Background: an optimization exercise with open tools, aiming at a short achievable clock period and few clock cycles. Do not read the settings as production practice.
Function was checked by simulation only, so behaviour that the tests miss may differ from the original.
Power is estimated from default activity; no workload was simulated.

`config.mk`:
```
export PLATFORM = sky130hd
export DESIGN_NAME = cpu
export DESIGN_NICKNAME = cpu
export VERILOG_FILES = /design/flow/design.v
export SDC_FILE = /design/flow/constraint.sdc
export NUM_CORES = 4
export LEC_CHECK = 0
export CAP_MARGIN = 20
export CORE_MARGIN = 2
export CORE_UTILIZATION = 40
export PLACE_DENSITY = 0.6
export SLEW_MARGIN = 20
```
`constraint.sdc`:
```
create_clock -name core_clock -period 6.0 [get_ports {clk}]
set_input_delay 1.2000 -clock core_clock [delete_from_list [all_inputs] [get_ports {clk}]]
set_output_delay 1.2000 -clock core_clock [all_outputs]
set_load 0.01 [all_outputs]
```
`design.v`:
```
module InstructionRegister(in,load,out,clk);
	input [15:0]in;
	input load,clk;
	output reg [15:0]out;
	reg [15:0] temp;
	always @(*) begin
		temp={16{1'b0}};
		if(load==1'b1)
			temp=in;
		else if(load==1'b0)
			temp=out;
	end
	always @(posedge clk) begin
		out<=temp;
	end
endmodule
module InstructionDecoder (in,sh,opcode,numout,op,nsel,im8,im5);
 input [15:0] in;
 input [2:0] nsel;
 output [2:0] opcode;
 output reg [2:0] numout;
 output [1:0] op;
 output reg [1:0] sh;
 output reg [15:0] im8,im5;
 assign opcode=in[15:13];
 assign op=in[12:11];
 reg [2:0] rn;
 reg [2:0] rd;
 reg [2:0] rm;
 always @(*) begin
  if(op==2'b10&&opcode==3'b110)begin
   im8=in[7:0];
   if(im8[7]==1'b1) 
    im8[15:8]={8{1'b1}};
   else if(im8[7]==1'b0) 
    im8[15:8]={8{1'b0}};
   rn=in[10:8];
   rd=3'b000;
   sh=2'b00;
   rm=3'b000;
  end
  else if(op==2'b00&&opcode==3'b110)begin
   im8={16{1'b0}};
   rn=3'b000;
   rd=in[7:5];
   sh=in[4:3];
   rm=in[2:0];
  end
  else if(op==2'b00&&opcode==3'b101)begin
   im8={16{1'b0}};
   rn=in[10:8];
   rd=in[7:5];
   sh=in[4:3];
   rm=in[2:0];
  end
  else if(op==2'b01&&opcode==3'b101)begin
   im8={16{1'b0}};
   rn=in[10:8];
   rd=3'b000;
   sh=in[4:3];
   rm=in[2:0];
  end
  else if(op==2'b10&&opcode==3'b101)begin
   im8={16{1'b0}};
   rn=in[10:8];
   rd=in[7:5];
   sh=in[4:3];
   rm=in[2:0];
  end
  else if(op==2'b11&&opcode==3'b101)begin
   im8={16{1'b0}};
   rn=3'b000;
   rd=in[7:5];
   sh=in[4:3];
   rm=in[2:0];
  end
  else begin
   im8={16{1'b0}};
   rn=3'b000;
   rd=3'b000;
   sh=2'b00;
   rm=3'b000;
  end
 end
 always @(*) begin
  if(nsel==3'b100)
   numout=rn;
  else if(nsel==3'b010)
   numout=rd;
  else if(nsel==3'b001)
   numout=rm;
  else
   numout=3'b000;
 end
endmodule
module CFSM (clk,s,reset,opcode,op,nsel,w,loada,loadb,write,loadc,vsel,asel,bsel,loads);
input clk,s,reset;
input [2:0] opcode;
input [1:0] op;
output  loada,loadb,loadc,asel,bsel,write,loads; 
output reg w;
output  [2:0] nsel;
output  [1:0] vsel;
wire [3:0] present_state,state_next_or_reset,next_state;
reg  [15:0] next;
vDFF12 #(4) State(clk,state_next_or_reset,present_state);
assign state_next_or_reset= reset ? 4'b0000: next_state;
always @(*) begin
    casex({present_state,opcode,op,s})
        {4'b0000, 3'bxxx,2'bxx,1'b0}:  next= {4'b0000,  12'b000000000000};   
        {4'b0000, 3'b101,2'b00,1'bx}:  next= {4'b0001, 12'b000000000000};  
        {4'b0000, 3'b101,2'b01,1'bx}:  next= {4'b0001, 12'b000000000000};  
        {4'b0000, 3'b101,2'b10,1'bx}:  next= {4'b0001, 12'b000000000000};  
        {4'b0000, 3'b101,2'b11,1'bx}:  next= {4'b1011, 12'b000000000000};  
        {4'b0000, 3'b110,2'b10,1'bx}:  next= {4'b0100, 12'b000000000000};  
        {4'b0000, 3'b110,2'b00,1'bx}:  next= {4'b1000, 12'b000000000000};  
        {4'b0001,3'b101,2'b00,1'bx}:  next= {4'b0010, 12'b100100000000};  
        {4'b0001,3'b101,2'b01,1'bx}:  next= {4'b0010, 12'b100100000000};  
        {4'b0001,3'b101,2'b10,1'bx}:  next= {4'b0010, 12'b100100000000};  
        {4'b1011,3'b101,2'b11,1'bx}:  next= {4'b0010, 12'b001100000000};  
        {4'b1000,3'b110,2'b00,1'bx}:  next= {4'b1001, 12'b001100000000};  
        {4'b0010,3'b101,2'b00,1'bx}:  next= {4'b0011, 12'b001010000000};  
        {4'b0010,3'b101,2'b01,1'bx}:  next= {4'b0011, 12'b001010000000};  
        {4'b0010,3'b101,2'b10,1'bx}:  next= {4'b0011, 12'b001010000000};  
        {4'b0010,3'b101,2'b11,1'bx}:  next= {4'b0111, 12'b001010000000};  
        {4'b1001,3'b110,2'b00,1'bx}:  next= {4'b0011, 12'b001010000000};  
        {4'b0011,3'b101,2'b00,1'bx}:  next= {4'b0100, 12'b000001000001};  
        {4'b0011,3'b101,2'b01,1'bx}:  next= {4'b0100, 12'b000001000001};  
        {4'b0011,3'b101,2'b10,1'bx}:  next= {4'b0100, 12'b000001000001};  
        {4'b0111,3'b101,2'b11,1'bx}:  next= {4'b0100, 12'b000001100001};  
        {4'b0011,3'b110,2'b00,1'bx}:  next= {4'b0100, 12'b000001100001};  
        {4'b0100,3'b101,2'b00,1'bx}:  next= {4'b0000,  12'b010000001110};  
        {4'b0100,3'b101,2'b01,1'bx}:  next= {4'b0000,  12'b100000000110};  
        {4'b0100,3'b101,2'b10,1'bx}:  next= {4'b0000,  12'b010000001110};  
        {4'b0100,3'b101,2'b11,1'bx}:  next= {4'b0000,  12'b010000001110};  
        {4'b0100,3'b110,2'b00,1'bx}:  next= {4'b0000,  12'b010000001110};  
        {4'b0100,3'b110,2'b10,1'bx}:  next= {4'b0000,  12'b100000001010};   
        default:  next={4'b0000,  12'b000000000000};
    endcase
end
always @(*) begin
    casex ({present_state,s})
       {4'b0000,1'b0}: w=1'b1;
        default: w=1'b0;
    endcase
end
 assign {next_state,nsel,loada,loadb,loadc,asel,bsel,write,vsel,loads}=next;
endmodule
module vDFF12 (clk,state_next_or_reset,present_state);
parameter n =4;
input clk;
input [n-1:0] state_next_or_reset;
output [n-1:0] present_state;
reg [n-1:0] present_state;
always @(posedge clk) begin
    present_state<=state_next_or_reset;
end
endmodule
module regfile (
    data_in,
    writenum,
    write,
    readnum,
    clk,
    data_out
);
input [15:0] data_in;
input [2:0] writenum;
input [2:0] readnum;
input write;
input clk;
output [15:0] data_out;
reg [15:0] data_out;
wire [7:0] decodingwrite;
wire [7:0] decodingread;
wire [15:0] R0;
wire [15:0] R1;
wire [15:0] R2;
wire [15:0] R3;
wire [15:0] R4;
wire [15:0] R5;
wire [15:0] R6;
wire [15:0] R7;
reg writeforVDFF0;
reg writeforVDFF1;
reg writeforVDFF2;
reg writeforVDFF3;
reg writeforVDFF4;
reg writeforVDFF5;
reg writeforVDFF6;
reg writeforVDFF7;
vDFF1 #(16) DFF0(clk,writeforVDFF0,data_in,R0);
vDFF1 #(16) DFF1(clk,writeforVDFF1,data_in,R1);
vDFF1 #(16) DFF2(clk,writeforVDFF2,data_in,R2);
vDFF1 #(16) DFF3(clk,writeforVDFF3,data_in,R3);
vDFF1 #(16) DFF4(clk,writeforVDFF4,data_in,R4);
vDFF1 #(16) DFF5(clk,writeforVDFF5,data_in,R5);
vDFF1 #(16) DFF6(clk,writeforVDFF6,data_in,R6);
vDFF1 #(16) DFF7(clk,writeforVDFF7,data_in,R7);
DEC #(3,8) dcoder(writenum,decodingwrite);
DEC #(3,8) readdcoder(readnum,decodingread);
always @(*) begin
   if(write==1'b0) begin
    writeforVDFF0=1'b0;
    writeforVDFF1=1'b0;
    writeforVDFF2=1'b0;
    writeforVDFF3=1'b0;
    writeforVDFF4=1'b0;
    writeforVDFF5=1'b0;
    writeforVDFF6=1'b0;
    writeforVDFF7=1'b0;
end
else if({write,decodingwrite}== 9'b100000001) begin
    writeforVDFF0=1'b1;
    writeforVDFF1=1'b0;
    writeforVDFF2=1'b0;
    writeforVDFF3=1'b0;
    writeforVDFF4=1'b0;
    writeforVDFF5=1'b0;
    writeforVDFF6=1'b0;
    writeforVDFF7=1'b0;
end
else if({write,decodingwrite}==9'b100000010)begin
    writeforVDFF0=1'b0;
        writeforVDFF1=1'b1;
    writeforVDFF2=1'b0;
    writeforVDFF3=1'b0;
    writeforVDFF4=1'b0;
    writeforVDFF5=1'b0;
    writeforVDFF6=1'b0;
    writeforVDFF7=1'b0;
end
else if({write,decodingwrite}==9'b100000100) begin
    writeforVDFF0=1'b0;
    writeforVDFF1=1'b0;
    writeforVDFF2=1'b1;
    writeforVDFF3=1'b0;
    writeforVDFF4=1'b0;
    writeforVDFF5=1'b0;
    writeforVDFF6=1'b0;
    writeforVDFF7=1'b0;
end
else if({write,decodingwrite}==9'b100001000) begin
    writeforVDFF0=1'b0;
    writeforVDFF1=1'b0;
    writeforVDFF2=1'b0;
    writeforVDFF3=1'b1;
    writeforVDFF4=1'b0;
    writeforVDFF5=1'b0;
    writeforVDFF6=1'b0;
    writeforVDFF7=1'b0;
end
else if({write,decodingwrite}==9'b100010000)begin
    writeforVDFF0=1'b0;
    writeforVDFF1=1'b0;
    writeforVDFF2=1'b0;
    writeforVDFF3=1'b0;
    writeforVDFF4=1'b1;
    writeforVDFF5=1'b0;
    writeforVDFF6=1'b0;
    writeforVDFF7=1'b0;
end
else if({write,decodingwrite}==9'b100100000) begin
    writeforVDFF0=1'b0;
    writeforVDFF1=1'b0;
    writeforVDFF2=1'b0;
    writeforVDFF3=1'b0;
    writeforVDFF4=1'b0;
    writeforVDFF5=1'b1;
    writeforVDFF6=1'b0;
    writeforVDFF7=1'b0;
end
else if({write,decodingwrite}==9'b101000000)begin
    writeforVDFF0=1'b0;
    writeforVDFF1=1'b0;
    writeforVDFF2=1'b0;
    writeforVDFF3=1'b0;
    writeforVDFF4=1'b0;
    writeforVDFF5=1'b0;
    writeforVDFF6=1'b1;
    writeforVDFF7=1'b0;
end
else if({write,decodingwrite}==9'b110000000)begin
     writeforVDFF0=1'b0;
    writeforVDFF1=1'b0;
    writeforVDFF2=1'b0;
    writeforVDFF3=1'b0;
    writeforVDFF4=1'b0;
    writeforVDFF5=1'b0;
    writeforVDFF6=1'b0;
    writeforVDFF7=1'b1;
end
else begin
    {writeforVDFF0,writeforVDFF1,writeforVDFF2,writeforVDFF3,writeforVDFF4,writeforVDFF5,writeforVDFF6,writeforVDFF7}={8{1'b0}};
end
end
always @(*) begin
    case (decodingread)
    8'b00000001:data_out=R0;
    8'b00000010:data_out=R1;
    8'b00000100:data_out=R2;
    8'b00001000:data_out=R3;
    8'b00010000:data_out=R4;
    8'b00100000:data_out=R5;
    8'b01000000:data_out=R6;
    8'b10000000:data_out=R7;
        default: data_out={16{1'b0}};
    endcase
end
endmodule
module vDFF1 (
    clk,
    en,
    in,
    out
);
parameter n = 16;
    input [n-1:0] in;
    input clk,en;
    output [n-1:0] out;
    reg [n-1:0] out;
    wire [n-1:0] next_out;
    assign next_out= en ? in : out;
    always @(posedge clk) begin
        out<=next_out;
    end
endmodule
module DEC (in,out);
parameter n = 3;
parameter m = 8;
    input [n-1:0] in;
    output [m-1:0] out;
    wire [m-1:0] out=1<<in;
endmodule
module shifter (in,shift,sout);
 input [1:0] shift;
 input [15:0] in;
 output [15:0] sout;
 reg [15:0] sout;
 always @(*) begin
     case (shift)
         2'b00 : sout=in; 
         2'b01 : sout=in<<1;
         2'b10 : sout={1'b0,in[15:1]};
         2'b11 : sout={in[15],in[15:1]};
         default: sout={16{1'bx}};
     endcase
 end
endmodule
module ALU(Ain,Bin,ALUop,out,Z,ovf,N); 
 input [1:0] ALUop;
 input [15:0] Ain, Bin;
 output reg [15:0] out;
 output reg Z, N;
 output reg ovf;
 always @(*) begin
  out=16'bxxxxxxxxxxxxxxxx;
  if(ALUop==2'b00) begin
   out=Ain+Bin;
  end
  else if(ALUop==2'b01)
   out=Ain-Bin;
  else if(ALUop==2'b10) 
   out=Ain&Bin;
  else if(ALUop==2'b11) 
   out=~Bin;
 end
 always @(*) begin
  if(out==16'b0000000000000000)
   Z=1'b1;
  else 
   Z=1'b0;
 end
 always @(*) begin
  if(ALUop==2'b00&&Ain[15]==1'b0&&Bin[15]==1'b0&&out[15]==1'b1)
   ovf=1'b1;
  else if(ALUop==2'b00&&Ain[15]==1'b1&&Bin[15]==1'b1&&out[15]==1'b0)
   ovf=1'b1;
  else if(ALUop==2'b01&&Ain[15]==1'b0&&Bin[15]==1'b1&&out[15]==1'b1)
   ovf=1'b1;
  else if(ALUop==2'b01&&Ain[15]==1'b1&&Bin[15]==1'b0&&out[15]==1'b0)
   ovf=1'b1;
  else
   ovf=1'b0;
 end
 always @(*) begin
  if(out[15]==1'b1)
   N=1'b1;
  else 
   N=1'b0;
 end
endmodule
module datapath (datapath_in,vsel,writenum,write,readnum,clk,loada,loadb,loadc,loads,shift,asel,bsel,ALUop,datapath_out,Z_out,V_out,N_out);
input [15:0] datapath_in;
input [1:0] vsel;
input [2:0] writenum;
input write;
input [2:0] readnum;
input clk;
input loada;
input loadb;
input [1:0] shift;
input asel;
input bsel;
input [1:0] ALUop;
input loadc;
input loads;
output Z_out;
output  [15:0] datapath_out;
wire [15:0] mdata={16{1'b0}};
wire [15:0] PC={16{1'b0}};
wire [15:0] sximm5={16{1'b0}};
wire [15:0] wire9_1;
wire [15:0] wire1_3_4;
wire [15:0] wire3_6;
wire [15:0] wire4_8;
wire [15:0] wire8_7;
wire [15:0] wire6_2;
wire [15:0] wire7_2;
wire wire2_10;
wire [15:0] wire2_5;
wire [15:0] wire5_9;
wire [15:0] bselin;
wire [15:0] aselin={16{1'b0}};
wire wire2_11,wire2_12;
output V_out,N_out;
assign datapath_out=wire5_9;
muxstart  DUT1(mdata,datapath_in,PC,wire5_9,vsel,wire9_1);
regfile REGFILE(wire9_1,writenum,write,readnum,clk,wire1_3_4);
load1 DUT3(wire1_3_4,wire3_6,loada,clk);  
load1 DUT4(wire1_3_4,wire4_8,loadb,clk);  
shifter DUT5(wire4_8,shift,wire8_7);
mux DUT6(wire3_6,aselin,wire6_2,asel);
mux DUT7(wire8_7,sximm5,wire7_2,bsel);
ALU DUT8(wire6_2,wire7_2,ALUop,wire2_5,wire2_10,wire2_11,wire2_12);
load1 DUT9(wire2_5,wire5_9,loadc,clk);
load2 DUT10(wire2_10,Z_out,loads,clk);
load2 DUT11(wire2_11,V_out,loads,clk);
load2 DUT12(wire2_12,N_out,loads,clk);
endmodule
module load1 (in,out,load,clk); 
	parameter n=16;
	input [n-1:0] in;
	input load,clk;
	output reg [n-1:0] out;
	reg [n-1:0] temp;
	always @(*) begin
		temp={n{1'bx}};
		if(load==1'b1)
			temp=in;
		else if(load==1'b0)
			temp=out;
	end
	always @(posedge clk) begin
		out<=temp;
	end
endmodule
module load2(in,out,load,clk); 
	input in;
	input load,clk;
	output reg  out;
	reg  temp;
	always @(*) begin
		temp=1'b0;
		if(load==1'b1)
			temp=in;
		else if(load==1'b0)
			temp=out;
	end
	always @(posedge clk) begin
		out<=temp;
	end
endmodule
module mux(Ain,Bin,out,sel); 
	parameter n=16;
	input [n-1:0] Ain,Bin;
	input sel;
	output reg [n-1:0] out;
	always @(*) begin
		out={n{1'bx}};
		if(sel==1'b0)
			out=Ain;
		else if(sel==1'b1)
			out=Bin;
	end
endmodule
module muxstart(mdata,sximm8,PC,C,vsel,out);
 input [15:0] sximm8;
 input [15:0] mdata,PC;
 input [15:0] C;
 input [1:0] vsel;
 output reg [15:0] out;
 always @(*) begin
  if(vsel==2'b00)
   out=mdata;
  else if(vsel==2'b01)
   out=sximm8;
  else if(vsel==2'b10)
   out=PC;
  else if(vsel==2'b11)
   out=C;
  else
   out={16{1'bx}};
 end
endmodule
module cpu (
    clk,
    reset,
    s,
    load,
    in,out,N,V,Z,w
);
    input clk,reset,s,load;
    input [15:0] in; 
    output [15:0] out;
    output N,V,Z,w;
    wire [15:0] reg_to_Decoder;          
    wire [2:0] opcode;                   
    wire [1:0] op;                       
    wire [2:0] nsel;                     
    wire [2:0] numout;                   
    wire  loada,loadb,loadc,asel,bsel,write,w,loads;  
    wire  [1:0] vsel;                    
    wire [15:0] imm8,imm5;               
    wire [1:0] sh;                       
    wire [15:0] out;                     
    wire Z_out,V_out,N_out;              
InstructionRegister DUT1(in,load,reg_to_Decoder,clk);
InstructionDecoder  DUT2 (reg_to_Decoder,sh,opcode,numout,op,nsel,imm8,imm5);    
CFSM  DUT3 (clk,s,reset,opcode,op,nsel,w,loada,loadb,write,loadc,vsel,asel,bsel,loads);
datapath DP (.datapath_in(imm8), .vsel(vsel), .writenum(numout), .write(write), .readnum(numout), 
             .clk(clk), .loada(loada), .loadb(loadb), .loadc(loadc), .loads(loads), .shift(sh),
             .asel(asel), .bsel(bsel), .ALUop(op), .datapath_out(out), .Z_out(Z), .V_out(V),
             .N_out(N)
             );
endmodule
```
`run.sh`:
```
#!/bin/bash
# synth_recipe.tcl (not shown) runs the flow's synth.tcl, then flattens the netlist and writes it again
# the make line also repeats each setting of config.mk as NAME=value (left out here)
make -C /OpenROAD-flow-scripts/flow DESIGN_CONFIG=/design/flow/config.mk WORK_HOME=/design/flow/orfs CLKGATE_MAP_FILE= SYNTH_SCRIPT=/design/flow/synth_recipe.tcl finish
```
==> summary.txt <==
vias in the first global route 6584; final worst-path cycle share 85.13%; grt total ovfl 0; Num CTS Buffers 17; clock latency on the worst-skew pair 440 ps; layout cell share with drive strength beyond 1 8.962%; Critical Path RT 6280 ps; gpl congestion 0.8633; Worst Setup End Kind flip-flop; htree depth 4; Buffers on Ports 39; Slew @ Worst Pin 964.9 ps; met1 Usage GRT 28.89%; Ys Warns 12; DRT iter0 DRCs 822; initial antenna violation count 0; Hold WC Path Type reg -> reg; net total in the final layout 889; DRC Markers 0; Fillers 2197; post-synth cell types 76; worst clock skew 15.44 ps; P_leak 0.003660 uW; Die Ht 160.8 um; total track usage 20.22%; final-report hold violation count 0; Max VDD drop 0.2230 mV; Cells after Synth 803; met2 Resource Use GR 32.50%; Area Growth Syn to Fin 13.80%; CTS tree done; Routed Antenna Nets 0; effective utilization at floorplan 40.57%; WHS Path Cells 2; Top Ports 40; kind of critical path reg -> reg; status timing/DRC/antenna clean; Max Clk Rate 0.1958 GHz; die footprint 25860 um2; Max transition margin 35.46%; DR pass1 iterations 5; first-pass GRT wire length 39410 um; final wirelength 25730 um; Slew Viols, Final 0; hold_ws 585.9 ps; GR peak layer met2; largest net degree at the start of global routing 36; minimum clock period 5108 ps; most frequent cells in the layout 194 x edfxtp_1, 60 x a22oi_1, 48 x nor2_1, 42 x a21oi_1, 39 x clkdlybuf4s50_1; Root Buffer Master clkbuf_16; ANT cells 0; clock tree buffer depth 2; CTS Hold Bufs 0; unrepaired setup endpoints after global routing false; commonest non-fill, non-tap cell in the layout edfxtp_1; Storage cell area 5906 um2; M3 GR Usage 3.151%; synthesized area 9837 um2; Mapped Nets 857; Rows 57; Die W 160.8 um; Setup TNS 0 ps; WL/cell 21.96 um; CP Max Fanout 35; vias 6930; post-synthesis sequential area ratio 60.04%; worst endpoint data arrival time 5380 ps; Setup Buffers After CTS 0; Core ar. 24250 um2; area taken by multi-input logic gates 3652 um2; cts repair resizes 0; vias per inst 5.913; clk sinks 198; Post-synth top flop edfxtp_1; max cap viols 0; DP HPWL 17800 um; Async SR Flop Fraction 0%; Clk pin slew, worst setup/hold paths 80 ps; Setup violations, final 0; Post-synth EDFFs 194; Yosys reg bits 198; pwr/cell area 255.0 nW/um2; startpoint class of the critical path flip-flop; Mean Syn Cell Area 12.25 um2; Worst R2R Path Depth 17
[sequential cells by signal (all words and copies together) (netlist names)]
register and cells:
DP.DUT9.out 15, DP.REGFILE.DFF3.out 16, DP.DUT11.out 1, DUT3.State.present_state 4, DP.REGFILE.DFF6.out 16, DP.REGFILE.DFF7.out 16, DP.DUT4.out 16, DP.DUT12.out 1
DP.DUT10.out 1, DP.DUT3.out 16, DP.REGFILE.DFF5.out 16, DP.REGFILE.DFF0.out 16, DP.REGFILE.DFF2.out 16, DP.REGFILE.DFF1.out 16, DUT1.out 16, DP.REGFILE.DFF4.out 16
[Yosys cell counts, types with 5 or more instances]
cell | number | share of area, %
a21o_1 | 7 | 0.53
a21oi_1 | 43 | 2.2
a221o_1 | 5 | 0.51
a221oi_1 | 7 | 0.62
a22o_1 | 11 | 0.98
a22oi_1 | 60 | 4.6
a31oi_1 | 8 | 0.51
and2_1 | 17 | 1.1
and3_1 | 6 | 0.38
buf_2 | 12 | 0.61
clkbuf_1 | 28 | 1.1
edfxtp_1 | 194 | 59
ha_1 | 32 | 4.1
inv_1 | 36 | 1.4
mux2i_1 | 7 | 0.71
nand2_1 | 31 | 1.2
nand2b_1 | 8 | 0.51
nand3_1 | 20 | 1.0
nand4_1 | 15 | 0.95
nor2_1 | 50 | 1.9
nor2b_1 | 11 | 0.70
nor3_1 | 17 | 0.86
nor3b_1 | 5 | 0.38
nor4_1 | 5 | 0.32
o211ai_1 | 6 | 0.46
o21a_1 | 13 | 0.99
o21ai_0 | 29 | 1.5
o21bai_1 | 6 | 0.46
o22a_1 | 7 | 0.62
o22ai_1 | 10 | 0.64
o31ai_1 | 5 | 0.38
or3_1 | 5 | 0.32
xnor2_1 | 12 | 1.1
[worst paths after layout]
path,from,to,slack (ps)
setup / recovery,DUT1.out[11]$_DFFE_PP_,DP.DUT10.out$_DFFE_PP_,890
hold / removal,DP.REGFILE.DFF3.out[4]$_DFFE_PP_,DP.DUT3.out[4]$_DFFE_PP_,590
setup reg to reg,DUT1.out[11]$_DFFE_PP_,DP.DUT10.out$_DFFE_PP_,890
hold reg to reg,DP.REGFILE.DFF3.out[4]$_DFFE_PP_,DP.DUT3.out[4]$_DFFE_PP_,590
[final cells by class]
type | count | share of cell area, %
multi-input cells | 524 | 32.63
inverters | 37 | 1.241
repair buffers | 57 | 4.694
clock buffers | 17 | 3.800
flip-flops and latches | 198 | 52.76
clock inverters | 15 | 1.263
well taps | 324 | 3.621
[layer usage]
layer	vias to the layer above	share of wire, %
li1	3220	-
met5	-	0
met2	250	48
met1	3439	45
met4	0	1.1
met3	21	5.9
[critical path, cell delays in order (launching register included)]
cell	delay, ps
edfxtp_1	390
buf_4	390
and2_1	380
nand3_1	160
o21ai_0	120
nand2b_1	330
and2_1	320
ha_1	250
fa_1	390
a211oi_1	460
o21ai_0	190
o21ai_0	100
o22ai_1	100
a221o_1	300
or4_1	560
nor4_1	210
nand3b_1	150
nor4_2	150
[cells by family (layout without fill, tap and decap cells)]
group | count (synthesis) | in the layout | synth area share, %
adder cells (fa/ha/maj) | 34 | 34 | 4.477
multiplexers | 8 | 8 | 0.8268
buffers and inverters | 81 | 126 | 3.396
AO/OA/AOI/OAI | 253 | 253 | 18.15
AND/OR/NAND/NOR | 216 | 216 | 11.96
flip-flops | 198 | 198 | 60.04
XOR/XNOR | 13 | 13 | 1.157
[metrics by stage]
stage | std cells | total power, uW | util (%) | worst slack (ps) | area [um2]
after floorplan | 803 | 1703 | - | 1688 | 9837
after global placement | 1140 | 1776 | 43.83 | 1143 | 10630
after detailed placement | 1140 | 1774 | 43.83 | 999.8 | 10630
after CTS | 1172 | 2865 | 46.17 | 993.3 | 11190
after global routing | 1172 | 2943 | 46.17 | 480.0 | 11190
final | 1172 | 2854 | 46.17 | 892.0 | 11190
[power breakdown]
group,switching [uW],internal (uW)
sequential,14.2,1510
combinational,137,85.4
clock,523,583
total,674,2180
Testbench counts, summed over its fixed seeds: cycles 17,288.

[static timing again, ports no longer ideal]
In the flow no input, the clock included, has a driving cell. The finished layout below was timed again as built, in two steps. Step 1 (the two cells are an assumption about what drives the block):
set clk [get_ports {clk}]
set_driving_cell -lib_cell sky130_fd_sc_hd__clkbuf_16 $clk
set_driving_cell -lib_cell sky130_fd_sc_hd__buf_2 [delete_from_list [all_inputs] $clk]
Step 2 adds t to the input delays and takes it off the output delays; t is the mean of the earliest and latest rising clock arrival at the registers after step 1. Input paths then give back, and output paths get back, about the clock's delay inside the block. Slacks: ideal / step 1 / step 2; pairs: ideal / step 1.
t (ns): 0.476
setup slack, ns: 0.892 / 0.892 / 0.892
worst register clock-pin slew, ns: 0.08 / 0.08
After both steps this run still meets setup and hold. The setup slack of this run moves by 0.000 ns with the drivers and by 0.000 ns with both steps.
